This is an optimization exercise on Yosys and OpenROAD, whose aim is small area and a short achievable clock period, not a production implementation.
Function was checked by simulation only, so behaviour that the tests miss may differ from the original.

==> inputs of job 7144 <==
## processingElement
module processingElement (
    clk,
    reset,
    floatA,
    floatB,
    result
);
    input clk, reset;
    input [31:0] floatA, floatB;
    output [31:0] result;
    wire        pSign, pZero;
    wire [ 7:0] pExpSum;
    wire [24:0] pFrac;
    floatMult FM (
        .floatA  (floatA),
        .floatB  (floatB),
        .sign    (pSign),
        .expSum  (pExpSum),
        .fraction(pFrac),
        .zero    (pZero)
    );
    wire        nSL, nSS, nSub, nD0, nPass, nPassIfZero;
    wire [ 7:0] nEL;
    wire [22:0] nML, nMS;
    wire [ 4:0] nShift;
    addPrep PREP (
        .pSign     (pSign),
        .pExpSum   (pExpSum),
        .pFrac     (pFrac),
        .pZero     (pZero),
        .acc       (result),
        .sL        (nSL),
        .eL        (nEL),
        .mL        (nML),
        .sS        (nSS),
        .mS        (nMS),
        .shift     (nShift),
        .sub       (nSub),
        .d0        (nD0),
        .pass      (nPass),
        .passIfZero(nPassIfZero)
    );
    reg        sL, sS, sub, d0, pass, passIfZero;
    reg [ 7:0] eL;
    reg [22:0] mL, mS;
    reg [ 4:0] shift;
    always @(posedge clk or posedge reset) begin
        if (reset == 1'b1) begin
            sL   <= 1'b0;
            eL   <= 8'd0;
            mL   <= 23'd0;
            pass <= 1'b1;
        end else begin
            sL   <= nSL;
            eL   <= nEL;
            mL   <= nML;
            pass <= nPass;
        end
    end
    always @(posedge clk) begin
        sS         <= nSS;
        mS         <= nMS;
        shift      <= nShift;
        sub        <= nSub;
        d0         <= nD0;
        passIfZero <= nPassIfZero;
    end
    floatAdd FADD (
        .sL        (sL),
        .eL        (eL),
        .mL        (mL),
        .sS        (sS),
        .mS        (mS),
        .shift     (shift),
        .sub       (sub),
        .d0        (d0),
        .pass      (pass),
  ...
clock: 24.0 ns
lec_check: 0
abc_area: 1
cap_margin: 80
core_margin: 2
core_utilization: 40
slew_margin: 80
synth_hierarchical: 1
run.sh (not shown) runs the stock make flow with config.mk's settings and CLKGATE_MAP_FILE= SYNTH_SCRIPT=/design/flow/synth_recipe.tcl, a recipe that flattens the netlist after the stock synthesis.
==> job 9650: changes against job 7144 <==
==> flow/flow/run.sh (new file) <==
#!/bin/bash
# The standard layout (standard.sh: the standard flow's synthesis and ORFS flow, unchanged scripts) with
# two settings passed to ORFS's make:
#  - SETUP_SLACK_MARGIN: repair_timing aims for this much setup slack, so it sizes and buffers
#    the design's paths well beyond the 24 ns the SDC asks for (the SDC itself is unchanged);
#  - BUFFER_PORTS_ARGS: the port buffers that buffer_ports inserts on every input and output
#    are buf_4 cells instead of the delay cell it picks by default.
set -euo pipefail
bash standard.sh SETUP_SLACK_MARGIN=11 "BUFFER_PORTS_ARGS=-buffer_cell sky130_fd_sc_hd__buf_4" finish > standard_flow.log 2>&1
==> flow/standard.sh (new file) <==
#!/bin/bash
# synth_recipe.tcl (not shown) runs the flow's synth.tcl, then flattens the netlist and writes it again
# the make line also repeats each setting of config.mk as NAME=value (left out here)
make -C /OpenROAD-flow-scripts/flow DESIGN_CONFIG=/design/flow/config.mk WORK_HOME=/design/flow/orfs CLKGATE_MAP_FILE= SYNTH_SCRIPT=/design/flow/synth_recipe.tcl "${@:-finish}"
removed: flow/run.sh
==> results.txt <==
In job 7144 the first-iteration DRC count is lower than in job 9650, by 11%.
In die area, job 7144 and job 9650 do not differ.
Between job 7144 and job 9650, the lower cell count is in job 7144 (gap 0.43%, measured against job 9650).
Between job 9650 and job 7144, the lower worst hold slack is in job 7144 (gap 0.018 ns).
Register-to-register slack: job 9650 is higher than job 7144 (0.83 ns).
In job 9650 the critical path depth is lower than in job 7144, by 2.

---

==> run M: inputs <==
processingElement, a different RTL version from the one above (not shown whole).
Settings: LEC_CHECK=0, ABC_AREA=1, CAP_MARGIN=80, CORE_MARGIN=2, CORE_UTILIZATION=40, SETUP_SLACK_MARGIN=5, SLEW_MARGIN=80, SYNTH_HIERARCHICAL=1; clock period 24.0 ns.
Stock flow here: none of the scripts above is used.
==> inputs of run D, as changes to run M <==
--- a/flow/design.v
+++ b/flow/design.v
@@ -1,33 +1,30 @@
 module floatMult (
     floatA,
     floatB,
-    acc,
-    sL,
-    eL,
-    mL,
-    sS,
-    mS,
-    shift,
-    sub,
-    d0,
-    pass,
-    passIfZero
+    sign,
+    expSum,
+    fraction,
+    zero
 );
     input [31:0] floatA, floatB;
-    input [31:0] acc;
-    output sL, sS, sub, d0, pass, passIfZero;
-    output [7:0] eL;
-    output [22:0] mL, mS;
-    output [4:0] shift;
-    wire [23:0] a = {1'b1, floatA[22:0]};
-    wire [23:0] b = {1'b1, floatB[22:0]};
-    wire [24:0] p;
-    wire [24:0] pFrac = p;
-    wire        pZero   = (floatA == 32'd0) || (floatB == 32'd0);
-    wire        pSign   = floatA[31] ^ floatB[31];
-    wire [ 7:0] pExpSum = floatA[30:23] + floatB[30:23];
+    output sign;
+    output [7:0] expSum;
+    output [24:0] fraction;
+    output zero;
+    mul24 MUL (
+        .a({1'b1, floatA[22:0]}),
+        .b({1'b1, floatB[22:0]}),
+        .p(fraction)
+    );
+    assign zero   = (floatA == 32'd0) || (floatB == 32'd0);
+    assign sign   = floatA[31] ^ floatB[31];
+    assign expSum = floatA[30:23] + floatB[30:23];
+endmodule
+module mul24 (a, b, p);
+    input [23:0] a, b;
+    output [24:0] p;
     wire one1;
     wire two2;
     wire neg3;
     wire pp4;
     wire pp5;
@@ -2305,10 +2302,42 @@
     assign p[20] = p1097 ^ g1276;
     assign p[21] = p1099 ^ g1212;
     assign p[22] = p1101 ^ g1278;
     assign p[23] = p1103 ^ g1234;
     assign p[24] = p1105 ^ g1280;
+endmodule
+module fa (a, b, c, s, co);
+    input a, b, c;
+    output s, co;
+    assign s  = a ^ b ^ c;
+    assign co = (a & b) | (a & c) | (b & c);
+endmodule
+module addPrep (
+    pSign,
+    pExpSum,
+    pFrac,
+    pZero,
+    acc,
+    sL,
+    eL,
+    mL,
+    sS,
+    mS,
+    shift,
+    sub,
+    d0,
+    pass,
+    passIfZero
+);
+    input pSign, pZero;
+    input [7:0] pExpSum;
+    input [24:0] pFrac;
+    input [31:0] acc;
+    output sL, sS, sub, d0, pass, passIfZero;
+    output [7:0] eL;
+    output [22:0] mL, mS;
+    output [4:0] shift;
     wire        hi = pFrac[24];
     wire [22:0] pMant = hi ? pFrac[23:1] : pFrac[22:0];
     wire [ 7:0] pExp0 = pExpSum + 8'd129;
     wire [ 7:0] pExp1 = pExpSum + 8'd130;
     wire [ 7:0] pExp = hi ? pExp1 : pExp0;
@@ -2336,16 +2365,10 @@
     assign sub   = pSign ^ acc[31];
     assign d0    = hi ? (pExp1 == eR) : (pExp0 == eR);
     assign pass  = pZero | accZero;
     assign passIfZero = ~pSign & (hi ? (pExp1 == 8'd0) : (pExp0 == 8'd0));
 endmodule
-module fa (a, b, c, s, co);
-    input a, b, c;
-    output s, co;
-    assign s  = a ^ b ^ c;
-    assign co = (a & b) | (a & c) | (b & c);
-endmodule
 module floatAdd (
     sL,
     eL,
     mL,
     sS,
@@ -2363,72 +2386,60 @@
     input [4:0] shift;
     output [31:0] sum;
     wire [24:0] x = {2'b01, mL};
     wire [24:0] y = {1'b0, 1'b1, mS} >> shift;
     wire [24:0] q = sub ? ~y : y;
-    wire [24:0] ap = x ^ q;
-    wire [24:0] ag = x & q;
-    wire [24:0] ac0, ac1;
-    carry25 CARRY (
-        .g (ag),
-        .p (ap),
-        .c0(ac0),
-        .c1(ac1)
+    wire [24:0] s0, s1;
+    addc25 ADD (
+        .a (x),
+        .b (q),
+        .s0(s0),
+        .s1(s1)
     );
-    wire [24:0] s0 = ap ^ ac0;
-    wire [24:0] s1 = ap ^ ac1;
     wire        neg = sub & s1[24];
     wire [24:0] v = ~sub ? s0 : (s1[24] ? ~s0 : s1);
     wire        sgn = neg ? sS : sL;
     wire        isZero = sub & d0 & (s1 == 25'd0);
-    wire [31:0] zx = {v[23:0], 8'hff};
-    wire [15:0] zv1;
-    wire [15:0] zp1;
-    wire [ 7:0] zv2;
-    wire [15:0] zp2;
-    wire [ 3:0] zv3;
-    wire [11:0] zp3;
-    wire [ 1:0] zv4;
-    wire [ 7:0] zp4;
-    genvar i;
-    generate
-        for (i = 0; i < 16; i = i + 1) begin : l1
-            assign zv1[i] = zx[2*i+1] | zx[2*i];
-            assign zp1[i] = ~zx[2*i+1];
-        end
-        for (i = 0; i < 8; i = i + 1) begin : l2
-            assign zv2[i] = zv1[2*i+1] | zv1[2*i];
-            assign zp2[2*i+1:2*i] = zv1[2*i+1] ? {1'b0, zp1[2*i+1]} : {1'b1, zp1[2*i]};
-        end
-        for (i = 0; i < 4; i = i + 1) begin : l3
-            assign zv3[i] = zv2[2*i+1] | zv2[2*i];
-            assign zp3[3*i+2:3*i] = zv2[2*i+1] ? {1'b0, zp2[4*i+3:4*i+2]} : {1'b1, zp2[4*i+1:4*i]};
-        end
-        for (i = 0; i < 2; i = i + 1) begin : l4
-            assign zv4[i] = zv3[2*i+1] | zv3[2*i];
-            assign zp4[4*i+3:4*i] = zv3[2*i+1] ? {1'b0, zp3[6*i+5:6*i+3]} : {1'b1, zp3[6*i+2:6*i]};
-        end
-    endgenerate
-    wire [4:0] lz = zv4[1] ? {1'b0, zp4[7:4]} : {1'b1, zp4[3:0]};
+    wire [4:0] lz;
+    lzc24 LZC (
+        .d (v[23:0]),
+        .lz(lz)
+    );
     wire [23:0] vn = v[23:0] << lz;
-    wire [7:0] ey = ~{3'b000, lz};
-    wire [7:0] ep = eL ^ ey;
-    wire [7:0] eg = eL & ey;
-    wire [7:0] ec;
-    carry8 ECARRY (
-        .g(eg),
-        .p(ep),
-        .c(ec)
+    wire [ 7:0] eN;
+    expSub EXPSUB (
+        .e(eL),
+        .z(lz),
+        .d(eN)
     );
-    wire [7:0] eN = ep ^ ec;
     wire [ 7:0] eC = eL + 8'd1;
     wire passNow = pass | (passIfZero & (mS == 23'd0));
     assign sum = passNow ? {sL, eL, mL} :
                  isZero ? 32'd0 :
                  v[24] ? {sgn, eC, v[23:1]} :
                  {sgn, eN, vn[22:0]};
 endmodule
+module addc25 (
+    a,
+    b,
+    s0,
+    s1
+);
+    input [24:0] a, b;
+    output [24:0] s0, s1;
+    wire [24:0] p = a ^ b;
+    wire [24:0] g = a & b;
+    wire [24:0] c0, c1;
+    carry25 CARRY (
+        .g (g),
+        .p (p),
+        .c0(c0),
+        .c1(c1)
+    );
+    assign s0 = p ^ c0;
+    assign s1 = p ^ c1;
+endmodule
 module carry25 (
     g,
     p,
     c0,
     c1
@@ -2469,10 +2480,29 @@
     wire [W-1:0] gAll = G[2*L-1];
     wire [W-1:0] pAll = P[2*L-1];
     assign c0 = {gAll[W-2:0], 1'b0};
     assign c1 = {gAll[W-2:0] | pAll[W-2:0], 1'b1};
 endmodule
+module expSub (
+    e,
+    z,
+    d
+);
+    input [7:0] e;
+    input [4:0] z;
+    output [7:0] d;
+    wire [7:0] y = ~{3'b000, z};
+    wire [7:0] p = e ^ y;
+    wire [7:0] g = e & y;
+    wire [7:0] c;
+    carry8 CARRY (
+        .g(g),
+        .p(p),
+        .c(c)
+    );
+    assign d = p ^ c;
+endmodule
 module carry8 (
     g,
     p,
     c
 );
@@ -2501,27 +2531,76 @@
     assign g3[5] = g2[5] | (p2[5] & g2[3]);
     assign g3[6] = g2[6] | (p2[6] & g2[3]);
     assign g3[7] = g2[7] | (p2[7] & g2[3]);
     assign c = {g3[6:0], 1'b1};
 endmodule
+module lzc24 (
+    d,
+    lz
+);
+    input [23:0] d;
+    output [4:0] lz;
+    wire [31:0] x = {d, 8'hff};
+    wire [15:0] v1;
+    wire [15:0] p1;
+    wire [7:0] v2;
+    wire [15:0] p2;
+    wire [3:0] v3;
+    wire [11:0] p3;
+    wire [1:0] v4;
+    wire [7:0] p4;
+    genvar i;
+    generate
+        for (i = 0; i < 16; i = i + 1) begin : l1
+            assign v1[i] = x[2*i+1] | x[2*i];
+            assign p1[i] = ~x[2*i+1];
+        end
+        for (i = 0; i < 8; i = i + 1) begin : l2
+            assign v2[i] = v1[2*i+1] | v1[2*i];
+            assign p2[2*i+1:2*i] = v1[2*i+1] ? {1'b0, p1[2*i+1]} : {1'b1, p1[2*i]};
+        end
+        for (i = 0; i < 4; i = i + 1) begin : l3
+            assign v3[i] = v2[2*i+1] | v2[2*i];
+            assign p3[3*i+2:3*i] = v2[2*i+1] ? {1'b0, p2[4*i+3:4*i+2]} : {1'b1, p2[4*i+1:4*i]};
+        end
+        for (i = 0; i < 2; i = i + 1) begin : l4
+            assign v4[i] = v3[2*i+1] | v3[2*i];
+            assign p4[4*i+3:4*i] = v3[2*i+1] ? {1'b0, p3[6*i+5:6*i+3]} : {1'b1, p3[6*i+2:6*i]};
+        end
+    endgenerate
+    assign lz = v4[1] ? {1'b0, p4[7:4]} : {1'b1, p4[3:0]};
+endmodule
 module processingElement (
     clk,
     reset,
     floatA,
     floatB,
     result
 );
     input clk, reset;
     input [31:0] floatA, floatB;
     output [31:0] result;
+    wire        pSign, pZero;
+    wire [ 7:0] pExpSum;
+    wire [24:0] pFrac;
+    floatMult FM (
+        .floatA  (floatA),
+        .floatB  (floatB),
+        .sign    (pSign),
+        .expSum  (pExpSum),
+        .fraction(pFrac),
+        .zero    (pZero)
+    );
     wire        nSL, nSS, nSub, nD0, nPass, nPassIfZero;
     wire [ 7:0] nEL;
     wire [22:0] nML, nMS;
     wire [ 4:0] nShift;
-    floatMult FM (
-        .floatA    (floatA),
-        .floatB    (floatB),
+    addPrep PREP (
+        .pSign     (pSign),
+        .pExpSum   (pExpSum),
+        .pFrac     (pFrac),
+        .pZero     (pZero),
         .acc       (result),
         .sL        (nSL),
         .eL        (nEL),
         .mL        (nML),
         .sS        (nSS),
==> flow/flow/run.sh (new file) <==
#!/bin/bash
# The standard layout (standard.sh: the standard flow's synthesis and ORFS flow, unchanged scripts) with
# two settings passed to ORFS's make:
#  - SETUP_SLACK_MARGIN: repair_timing aims for this much setup slack, so it sizes and buffers
#    the design's paths well beyond the 24 ns the SDC asks for (the SDC itself is unchanged);
#  - BUFFER_PORTS_ARGS: the port buffers that buffer_ports inserts on every input and output
#    are buf_4 cells instead of the delay cell it picks by default.
set -euo pipefail
bash standard.sh SETUP_SLACK_MARGIN=12 "BUFFER_PORTS_ARGS=-buffer_cell sky130_fd_sc_hd__buf_4" finish > standard_flow.log 2>&1
==> flow/standard.sh (new file) <==
#!/bin/bash
# synth_recipe.tcl (not shown) runs the flow's synth.tcl, then flattens the netlist and writes it again
# the make line also repeats each setting of config.mk as NAME=value (left out here)
make -C /OpenROAD-flow-scripts/flow DESIGN_CONFIG=/design/flow/config.mk WORK_HOME=/design/flow/orfs CLKGATE_MAP_FILE= SYNTH_SCRIPT=/design/flow/synth_recipe.tcl "${@:-finish}"
- CAP_MARGIN: 80 -> 60
- SETUP_SLACK_MARGIN: 5 -> not set
- SLEW_MARGIN: 80 -> 60
removed: flow/run.sh
==> comparison table <==
| item | run M | run D |
|---|---|---|
| Result of the run | complete, no violations | complete, no violations |
| First-pass GRT wire length | 126,000 µm | 139,000 µm |
| Final #Nets | 3,794 | 4,273 |
| Core footprint | 60,200 µm² | 63,200 µm² |
| Relative area of non-clock buffer cells in the final design | 6.14% | 4.82% |
| Cell with the largest stage delay on the worst path | sky130_fd_sc_hd__clkdlybuf4s50_1 | sky130_fd_sc_hd__fa_1 |
| Count of non-CTS inverters in the layout | 368 | 512 |
| Routed Wire Length | 80,300 µm | 89,200 µm |
| Post-layout minimum cycle time | 13,120 ps | 11,660 ps |
| Clock latency reported for the late side of the worst-skew pair | 330 ps | 340 ps |
| Layout filler cell count | 6,067 | 6,641 |
| Instance count on the critical path | 47 | 35 |
| Gates resized, CTS repair | 0 | 14 |
| Number of cell instances on the worst register-to-register path | 63 | 62 |
| Endpoint required time on the critical path | 19,200 ps | 24,230 ps |
| Post-detail-place hpwl | 62,800 µm | 67,300 µm |
| Count of buffer and inverter cells on the critical path | 13 | 5 |
| Syn Std Cell Area | 24,400 µm² | 25,600 µm² |
| Number of search-and-repair iterations in the first detailed-routing pass | 6 | 5 |
| Global-route met3 utilization | 4.31% | 3.52% |
| Origin of the worst setup path | shift[0]$_DFF_P_ | floatB[1] |
| Critical Path Sink Type | output port | register |

what the ideal ports hide:
The results above use ideal ports. As a check the final layouts listed here were re-extracted and re-timed, cells and wires unchanged. Step 1 sets driving cells, clkbuf_16 on the clock port and buf_2 on the other inputs (assumed; they add their load-dependent delay and slew). Step 2 also shifts input and output timing later by t, the mid clock arrival at the registers, as if the neighbouring blocks saw the same clock. a / b / c = ideal ports / drivers / drivers and shift; a / b = the first two.
run | shift t [ns] | setup slack, ns | latest minus earliest clock arrival (ns)
job 7144 | 0.390 | 9.740 / 9.693 / 10.083 | 0.007 / 0.007
job 9650 | 0.395 | 11.104 / 11.054 / 11.449 | 0.010 / 0.010
run M | 0.372 | 10.882 / 10.833 / 11.205 | 0.004 / 0.004
run D | 0.387 | 12.344 / 12.368 / 11.982 | 0.006 / 0.007
After both steps setup and hold are still met in every run listed. The setup slack of run D, which loses most, moves by +0.024 ns with the drivers and by -0.362 ns with both steps.
